From an optimization exercise on the open Yosys and OpenROAD flow, aimed at small area; shortcuts taken in it are not production practice. Only simulation tests tie the RTL to the original design; equivalence was not proved. Power figures rest on the tool's default switching activity, not on a simulated workload.

==> run H: inputs <==
==> flow/design.v <==
module pulse_gen
(
	input wire clk, rst,
	input wire instr_fifo_empty,
	input wire [31:0] instr_fifo_data,
	output wire instr_fifo_read,
	input wire pulse_fifo_empty,
	input wire [31:0] pulse_fifo_data,
	output wire pulse_fifo_read,
	output wire [255:0] m_axis_tdata,
	output wire m_axis_tvalid,
	input wire m_axis_tready,
	output wire [255:0] m0_axis_tdata,
	output wire m0_axis_tvalid,
	input wire m0_axis_tready,
	output wire [7:0] state_out,
	output wire busy
);
localparam [3:0] S_IDLE = 0, S_RST_READ = 1, S_READ = 2, S_WAIT_TICK = 3,
                 S_WAIT_PULSE = 4, S_TOGGLE_END = 5, S_SS_1 = 6, S_SS_2 = 7,
                 S_SS_3 = 8, S_SS_4 = 9, S_SS_5 = 10, S_SS_6 = 11,
                 S_SS_WAIT = 12, S_WAIT_CLEAR = 13, S_SS_SYNC_SEND = 14,
                 S_TOGGLE_SEND = 15;
reg [3:0] state;
reg is_phase_meas_mode;
reg [15:0] amplitude;
reg [15:0] pulse_len_reg;
reg [23:0] clock_period;
reg [45:0] main_clock;
reg rst_clock;
reg [15:0] cnt;           
reg [3:0] fine_delay;
reg [7:0] dead_pulses, dead_pulses_reg;
reg [16:0] samples;       
reg [15:0] mask;          
reg m0_on;
assign m_axis_tvalid = 1'b1;
assign m0_axis_tvalid = 1'b1;
assign state_out = {4'b0, state};
assign busy = (state != S_IDLE) || is_phase_meas_mode;
assign instr_fifo_read = (state == S_RST_READ);
assign pulse_fifo_read = (state == S_SS_2) || (state == S_WAIT_CLEAR);
wire clock_tick = main_clock == 0;
wire clock_pre_tick = main_clock >= ({22'b0, clock_period} - 46'd1);
function [15:0] len_mask;
input [15:0] n;
begin
	len_mask = (n[15:4] != 0) ? 16'hFFFF : ~(16'hFFFF >> n[3:0]);
end
endfunction
wire [15:0] pulse_mask = len_mask(pulse_len_reg);
wire [15:0] out_mask = is_phase_meas_mode ? (clock_tick ? pulse_mask : 16'h0) : mask;
wire [15:0] m0_mask = m0_on ? pulse_mask : 16'h0;
genvar g;
generate
	for (g = 0; g < 16; g = g + 1) begin : lanes
		assign m_axis_tdata[g*16 +: 16] = out_mask[g] ? amplitude : 16'h0;
		assign m0_axis_tdata[g*16 +: 16] = m0_mask[g] ? amplitude : 16'h0;
	end
endgenerate
wire [7:0] cmd = instr_fifo_data[31:24];
wire cnt_zero = (cnt == 0);
wire [15:0] cnt_dec = cnt - 16'd1;
wire samples_last = (samples[16:5] == 0);
wire [15:0] samples_tail = samples[4] ? ~(16'hFFFF >> samples[3:0]) : 16'h0;
always @(posedge clk or negedge rst) begin
	if (!rst) begin
		state <= S_IDLE;
		is_phase_meas_mode <= 0;
		amplitude <= 16'h7FFF;
		pulse_len_reg <= 18;
		clock_period <= 10;
		rst_clock <= 0;
		cnt <= 0;
		fine_delay <= 0;
		dead_pulses <= 0;
		dead_pulses_reg <= 0;
		samples <= 0;
		mask <= 0;
		m0_on <= 0;
	end
	else begin
		rst_clock <= 0;
		m0_on <= 0;
		case (state)
			S_IDLE: begin
				mask <= 0;
				if (!instr_fifo_empty) state <= S_RST_READ;
			end
			S_RST_READ: state <= S_READ;
			S_READ: begin
				state <= S_IDLE;
				case (cmd)
					8'd0: begin
						rst_clock <= 1;
						mask <= pulse_mask;
					end
					8'd1: begin
						cnt <= instr_fifo_data[23:8];
						fine_delay <= instr_fifo_data[3:0];
						state <= S_WAIT_TICK;
					end
					8'd2: clock_period <= instr_fifo_data[23:0];
					8'd3: is_phase_meas_mode <= 1;
					8'd4: is_phase_meas_mode <= 0;
					8'd5: begin
						cnt <= instr_fifo_data[15:0];
						is_phase_meas_mode <= 0;
						state <= S_TOGGLE_END;
					end
					8'd6: begin
						cnt <= instr_fifo_data[15:0];
						dead_pulses <= instr_fifo_data[23:16];
						dead_pulses_reg <= instr_fifo_data[23:16];
						state <= S_SS_1;
					end
					8'd7: if (!pulse_fifo_empty) state <= S_WAIT_CLEAR;
					8'd8: amplitude <= instr_fifo_data[15:0];
					8'd9: pulse_len_reg <= instr_fifo_data[15:0];
					default: ;
				endcase
			end
			S_WAIT_CLEAR: if (pulse_fifo_empty) state <= S_IDLE;
			S_TOGGLE_END, S_SS_1: begin
				if (cnt_zero) begin
					mask <= 0;
					if (state == S_TOGGLE_END || pulse_fifo_empty) state <= S_IDLE;
					else state <= S_SS_WAIT;
				end
				else if (clock_pre_tick) begin
					cnt <= cnt_dec;
					samples <= {1'b0, pulse_len_reg};
					mask <= pulse_mask;
					state <= (state == S_TOGGLE_END) ? S_TOGGLE_SEND : S_SS_SYNC_SEND;
				end
				else if (state == S_TOGGLE_END) mask <= 0;
			end
			S_TOGGLE_SEND, S_SS_SYNC_SEND, S_SS_6: begin
				if (samples_last) begin
					mask <= samples_tail;
					if (state == S_TOGGLE_SEND) state <= S_TOGGLE_END;
					else if (state == S_SS_SYNC_SEND) state <= S_SS_1;
					else if (!pulse_fifo_empty) state <= S_SS_2;
					else state <= S_IDLE;
				end
				else begin
					samples <= samples - 17'd16;
					mask <= 16'hFFFF;
				end
			end
			S_SS_WAIT: begin
				if (dead_pulses == 0) state <= S_SS_2;
				else if (clock_tick) begin
					dead_pulses <= dead_pulses - 1;
					if (dead_pulses == (dead_pulses_reg >> 1)) m0_on <= 1;
				end
			end
			S_SS_2: begin
				mask <= 0;
				state <= S_SS_3;
			end
			S_SS_3: begin
				cnt <= pulse_fifo_data[23:8];
				fine_delay <= pulse_fifo_data[3:0];
				state <= S_SS_4;
			end
			S_SS_4, S_SS_5, S_WAIT_TICK, S_WAIT_PULSE: begin
				if (clock_pre_tick || state == S_SS_5 || state == S_WAIT_PULSE) begin
					if (cnt_zero) begin
						if (state == S_SS_4 || state == S_SS_5) begin
							mask <= pulse_mask >> fine_delay;
							samples <= {1'b0, pulse_len_reg} + fine_delay;
							state <= S_SS_6;
						end
						else begin
							mask <= 16'hFFFF >> fine_delay;
							state <= S_IDLE;
						end
					end
					else begin
						cnt <= cnt_dec;
						if (state == S_SS_4) state <= S_SS_5;
						else if (state == S_WAIT_TICK) state <= S_WAIT_PULSE;
					end
				end
			end
		endcase
	end
end
always @(posedge clk or negedge rst) begin
	if (!rst) main_clock <= 0;
	else if (rst_clock || clock_pre_tick) main_clock <= 0;
	else main_clock <= main_clock + 1;
end
endmodule
==> flow/run.sh <==
#!/bin/bash
# synth_recipe.tcl (not shown) runs the flow's synth.tcl, then flattens the netlist and writes it again
# the make line also repeats each setting of config.mk as NAME=value (left out here)
make -C /OpenROAD-flow-scripts/flow DESIGN_CONFIG=/design/flow/config.mk WORK_HOME=/design/flow/orfs CLKGATE_MAP_FILE= SYNTH_SCRIPT=/design/flow/synth_recipe.tcl finish
==> flow/config.mk <==
export PLATFORM = sky130hd
export DESIGN_NAME = pulse_gen
export DESIGN_NICKNAME = pulse_gen
export VERILOG_FILES = /design/flow/design.v
export SDC_FILE = /design/flow/constraint.sdc
export NUM_CORES = 4
export LEC_CHECK = 0
export CAP_MARGIN = 20
export CORE_MARGIN = 2
export CORE_UTILIZATION = 30
export SLEW_MARGIN = 20
==> flow/constraint.sdc <==
create_clock -name core_clock -period 10.0 [get_ports {clk}]
set_input_delay 2.0000 -clock core_clock [delete_from_list [all_inputs] [get_ports {clk}]]
set_output_delay 2.0000 -clock core_clock [all_outputs]
set_load 0.01 [all_outputs]
==> run P (differences from run H) <==
==> flow/design.v (replaced) <==
module pulse_gen
(
	input wire clk, rst,
	input wire instr_fifo_empty,
	input wire [31:0] instr_fifo_data,
	output wire instr_fifo_read,
	input wire pulse_fifo_empty,
	input wire [31:0] pulse_fifo_data,
	output wire pulse_fifo_read,
	output wire [255:0] m_axis_tdata,
	output wire m_axis_tvalid,
	input wire m_axis_tready,
	output wire [255:0] m0_axis_tdata,
	output wire m0_axis_tvalid,
	input wire m0_axis_tready,
	output wire [7:0] state_out,
	output wire busy
);
localparam [3:0] S_IDLE = 0, S_RST_READ = 1, S_READ = 2, S_WAIT_TICK = 3,
                 S_WAIT_PULSE = 4, S_TOGGLE_END = 5, S_SS_1 = 6, S_SS_2 = 7,
                 S_SS_3 = 8, S_SS_4 = 9, S_SS_5 = 10, S_SS_6 = 11,
                 S_SS_WAIT = 12, S_WAIT_CLEAR = 13, S_SS_SYNC_SEND = 14,
                 S_TOGGLE_SEND = 15;
reg [3:0] state;
reg is_phase_meas_mode;
reg [15:0] amplitude_n;    
reg [15:0] pulse_len_reg;
reg [23:0] clock_period;
reg [45:0] main_clock;
reg rst_clock;
reg [15:0] cnt;           
reg [3:0] fine_delay;     
reg [7:0] dead_pulses;
reg [6:0] dead_half;      
reg [11:0] words;         
reg [15:0] mask;          
reg m0_on;
assign m_axis_tvalid = 1'b1;
assign m0_axis_tvalid = 1'b1;
assign state_out = {4'b0, state};
assign busy = (state != S_IDLE) || is_phase_meas_mode;
assign instr_fifo_read = (state == S_RST_READ);
assign pulse_fifo_read = (state == S_SS_2) || (state == S_WAIT_CLEAR);
wire clock_tick = main_clock == 0;
wire clock_pre_tick = main_clock >= ({22'b0, clock_period} - 46'd1);
function [15:0] therm;
input [3:0] n;
begin
	therm = ~(16'hFFFF >> n);
end
endfunction
wire len_long = (pulse_len_reg[15:4] != 0);
wire [15:0] pulse_mask = len_long ? 16'hFFFF : therm(pulse_len_reg[3:0]);
wire [15:0] out_mask = is_phase_meas_mode ? (clock_tick ? pulse_mask : 16'h0) : mask;
wire [15:0] m0_mask = m0_on ? pulse_mask : 16'h0;
genvar g;
generate
	for (g = 0; g < 16; g = g + 1) begin : lanes
		assign m_axis_tdata[g*16 +: 16] = ~(amplitude_n | {16{~out_mask[g]}});
		assign m0_axis_tdata[g*16 +: 16] = ~(amplitude_n | {16{~m0_mask[g]}});
	end
endgenerate
wire [4:0] end_lane = pulse_len_reg[3:0] + fine_delay;
wire [15:0] end_mask = therm(end_lane[3:0]);
wire [15:0] late_mask = ~therm(fine_delay);
wire [15:0] start_mask = late_mask & ((len_long || end_lane[4]) ? 16'hFFFF : end_mask);
wire words_last = (words[11:1] == 0) && !(words[0] && end_lane[4]);
wire [15:0] tail_mask = (words[0] ^ end_lane[4]) ? end_mask : 16'h0;
wire [7:0] cmd = instr_fifo_data[31:24];
wire cnt_zero = (cnt == 0);
always @(posedge clk) begin
	case (state)
		S_RST_READ: fine_delay <= 0;
		S_READ: if (cmd == 8'd1) fine_delay <= instr_fifo_data[3:0];
		S_SS_3: fine_delay <= pulse_fifo_data[3:0];
		default: ;
	endcase
	case (state)
		S_READ: begin
			if (cmd == 8'd1) cnt <= instr_fifo_data[23:8];
			else if (cmd == 8'd5 || cmd == 8'd6) cnt <= instr_fifo_data[15:0];
		end
		S_SS_3: cnt <= pulse_fifo_data[23:8];
		S_TOGGLE_END, S_SS_1, S_WAIT_TICK, S_SS_4:
			if (!cnt_zero && clock_pre_tick) cnt <= cnt - 16'd1;
		S_WAIT_PULSE, S_SS_5:
			if (!cnt_zero) cnt <= cnt - 16'd1;
		default: ;
	endcase
	if (state == S_READ && cmd == 8'd6) begin
		dead_pulses <= instr_fifo_data[23:16];
		dead_half <= instr_fifo_data[23:17];
	end
	else if (state == S_SS_WAIT && dead_pulses != 0 && clock_tick)
		dead_pulses <= dead_pulses - 8'd1;
	case (state)
		S_TOGGLE_END, S_SS_1, S_SS_4, S_SS_5: words <= pulse_len_reg[15:4];
		S_TOGGLE_SEND, S_SS_SYNC_SEND, S_SS_6: if (!words_last) words <= words - 12'd1;
		default: ;
	endcase
end
always @(posedge clk or negedge rst) begin
	if (!rst) begin
		state <= S_IDLE;
		is_phase_meas_mode <= 0;
		amplitude_n <= 16'h8000;
		pulse_len_reg <= 18;
		clock_period <= 10;
		rst_clock <= 0;
		mask <= 0;
		m0_on <= 0;
	end
	else begin
		rst_clock <= (state == S_READ) && (cmd == 8'd0);
		m0_on <= (state == S_SS_WAIT) && (dead_pulses != 0) && clock_tick &&
		         (dead_pulses == {1'b0, dead_half});
		case (state)
			S_IDLE: begin
				mask <= 0;
				if (!instr_fifo_empty) state <= S_RST_READ;
			end
			S_RST_READ: state <= S_READ;
			S_READ: begin
				state <= S_IDLE;
				case (cmd)
					8'd0: mask <= start_mask;
					8'd1: state <= S_WAIT_TICK;
					8'd2: clock_period <= instr_fifo_data[23:0];
					8'd3: is_phase_meas_mode <= 1;
					8'd4: is_phase_meas_mode <= 0;
					8'd5: begin
						is_phase_meas_mode <= 0;
						state <= S_TOGGLE_END;
					end
					8'd6: state <= S_SS_1;
					8'd7: if (!pulse_fifo_empty) state <= S_WAIT_CLEAR;
					8'd8: amplitude_n <= ~instr_fifo_data[15:0];
					8'd9: pulse_len_reg <= instr_fifo_data[15:0];
					default: ;
				endcase
			end
			S_WAIT_CLEAR: if (pulse_fifo_empty) state <= S_IDLE;
			S_TOGGLE_END, S_SS_1: begin
				if (cnt_zero) begin
					mask <= 0;
					if (state == S_TOGGLE_END || pulse_fifo_empty) state <= S_IDLE;
					else state <= S_SS_WAIT;
				end
				else if (clock_pre_tick) begin
					mask <= start_mask;
					state <= (state == S_TOGGLE_END) ? S_TOGGLE_SEND : S_SS_SYNC_SEND;
				end
				else if (state == S_TOGGLE_END) mask <= 0;
			end
			S_TOGGLE_SEND, S_SS_SYNC_SEND, S_SS_6: begin
				if (words_last) begin
					mask <= tail_mask;
					if (state == S_TOGGLE_SEND) state <= S_TOGGLE_END;
					else if (state == S_SS_SYNC_SEND) state <= S_SS_1;
					else if (!pulse_fifo_empty) state <= S_SS_2;
					else state <= S_IDLE;
				end
				else mask <= 16'hFFFF;
			end
			S_SS_WAIT: if (dead_pulses == 0) state <= S_SS_2;
			S_SS_2: begin
				mask <= 0;
				state <= S_SS_3;
			end
			S_SS_3: state <= S_SS_4;
			S_SS_4, S_SS_5: begin
				if (clock_pre_tick || state == S_SS_5) begin
					if (cnt_zero) begin
						mask <= start_mask;
						state <= S_SS_6;
					end
					else state <= S_SS_5;
				end
			end
			S_WAIT_TICK, S_WAIT_PULSE: begin
				if (clock_pre_tick || state == S_WAIT_PULSE) begin
					if (cnt_zero) begin
						mask <= late_mask;
						state <= S_IDLE;
					end
					else state <= S_WAIT_PULSE;
				end
			end
		endcase
	end
end
always @(posedge clk or negedge rst) begin
	if (!rst) main_clock <= 0;
	else if (rst_clock || clock_pre_tick) main_clock <= 0;
	else main_clock <= main_clock + 46'd1;
end
endmodule
==> flow/flow/run.sh (new file) <==
#!/bin/bash
# Standard layout, with the smallest buffer on every port and no CTS dummy loads.
set -euo pipefail
export BUFFER_PORTS_ARGS="-buffer_cell sky130_fd_sc_hd__buf_1"
export CTS_ARGS="-sink_clustering_enable -repair_clock_nets -dont_use_dummy_load"
bash standard.sh > standard.log 2>&1
==> flow/standard.sh (new file) <==
#!/bin/bash
# synth_recipe.tcl (not shown) runs the flow's synth.tcl, then flattens the netlist and writes it again
# the make line also repeats each setting of config.mk as NAME=value (left out here)
make -C /OpenROAD-flow-scripts/flow DESIGN_CONFIG=/design/flow/config.mk WORK_HOME=/design/flow/orfs CLKGATE_MAP_FILE= SYNTH_SCRIPT=/design/flow/synth_recipe.tcl "${@:-finish}"
removed: flow/run.sh
==> run notes <==
Result of the run: run P timing/DRC/antenna clean; run H timing/DRC/antenna clean
Post-Place Cells: run P 2865; run H 3170
Area of all placed cells without fillers: run P 0.01658 sq mm; run H 0.02272 sq mm
Met3 WL: run P 5112 um; run H 5203 um
Combined area of the multi-input logic cells: run P 0.008313 sq mm; run H 0.01070 sq mm
Startpoint of the lowest-slack hold path: run P mask[6]; run H mask[3]
Peak per-stage delay on the critical path: run P 990 ps; run H 830 ps
Met1 demand-to-capacity share in global routing: run P 0.3138; run H 0.3344
Count of clock-net buffers in the final layout: run P 17; run H 19
Power consumed by sequential cells: run P 1.11 mW; run H 1.07 mW
Clock network area share: run P 0.02565; run H 0.02610
# Taps: run P 592; run H 688
Total Nets Final: run P 2422; run H 2629
Final standard cell count with taps included and fillers excluded: run P 2884; run H 3205
Worst hold slack: run P 471.7 ps; run H 494.5 ps
Total internal power: run P 1.692 mW; run H 1.851 mW
Combinational cell fraction of total power: run P 0.443; run H 0.473
Time the final worst path needs with I/O delays and setup: run P 6076 ps; run H 6775 ps
Die W: run P 215.5 um; run H 234.3 um
DR top layer: run P met5; run H met4
Slowest stage cell on the critical path: run P sky130_fd_sc_hd__a31oi_2; run H sky130_fd_sc_hd__nor2_2

==> separate check: timing with driven ports <==
In the flow no input, the clock included, has a driving cell. The finished layouts below were timed again as built, in two steps.
Step 1 (the two cells are an assumption about what drives the block):
set clk [get_ports {clk}]
set_driving_cell -lib_cell sky130_fd_sc_hd__clkbuf_16 $clk
set_driving_cell -lib_cell sky130_fd_sc_hd__buf_2 [delete_from_list [all_inputs] $clk]
Step 2 times the ports against the registers' clock, not the clock port: input delays grow and output delays shrink by t, the midpoint of the rising clock arrivals with the driver on.
Slacks: no drivers / after step 1 / after step 2; pairs: no drivers / after step 1.
run	t, ns	setup WS [ns]	hold WS [ns]	worst setup path after step 2	latest minus earliest clock arrival (ns)
run H	0.495	3.225 / 3.176 / 3.671	0.494 / 0.494 / 0.494	register to output	0.017 / 0.017
run P	0.476	3.924 / 3.876 / 4.044	0.472 / 0.472 / 0.472	register to register	0.020 / 0.019
After both steps every run listed still meets setup and hold.
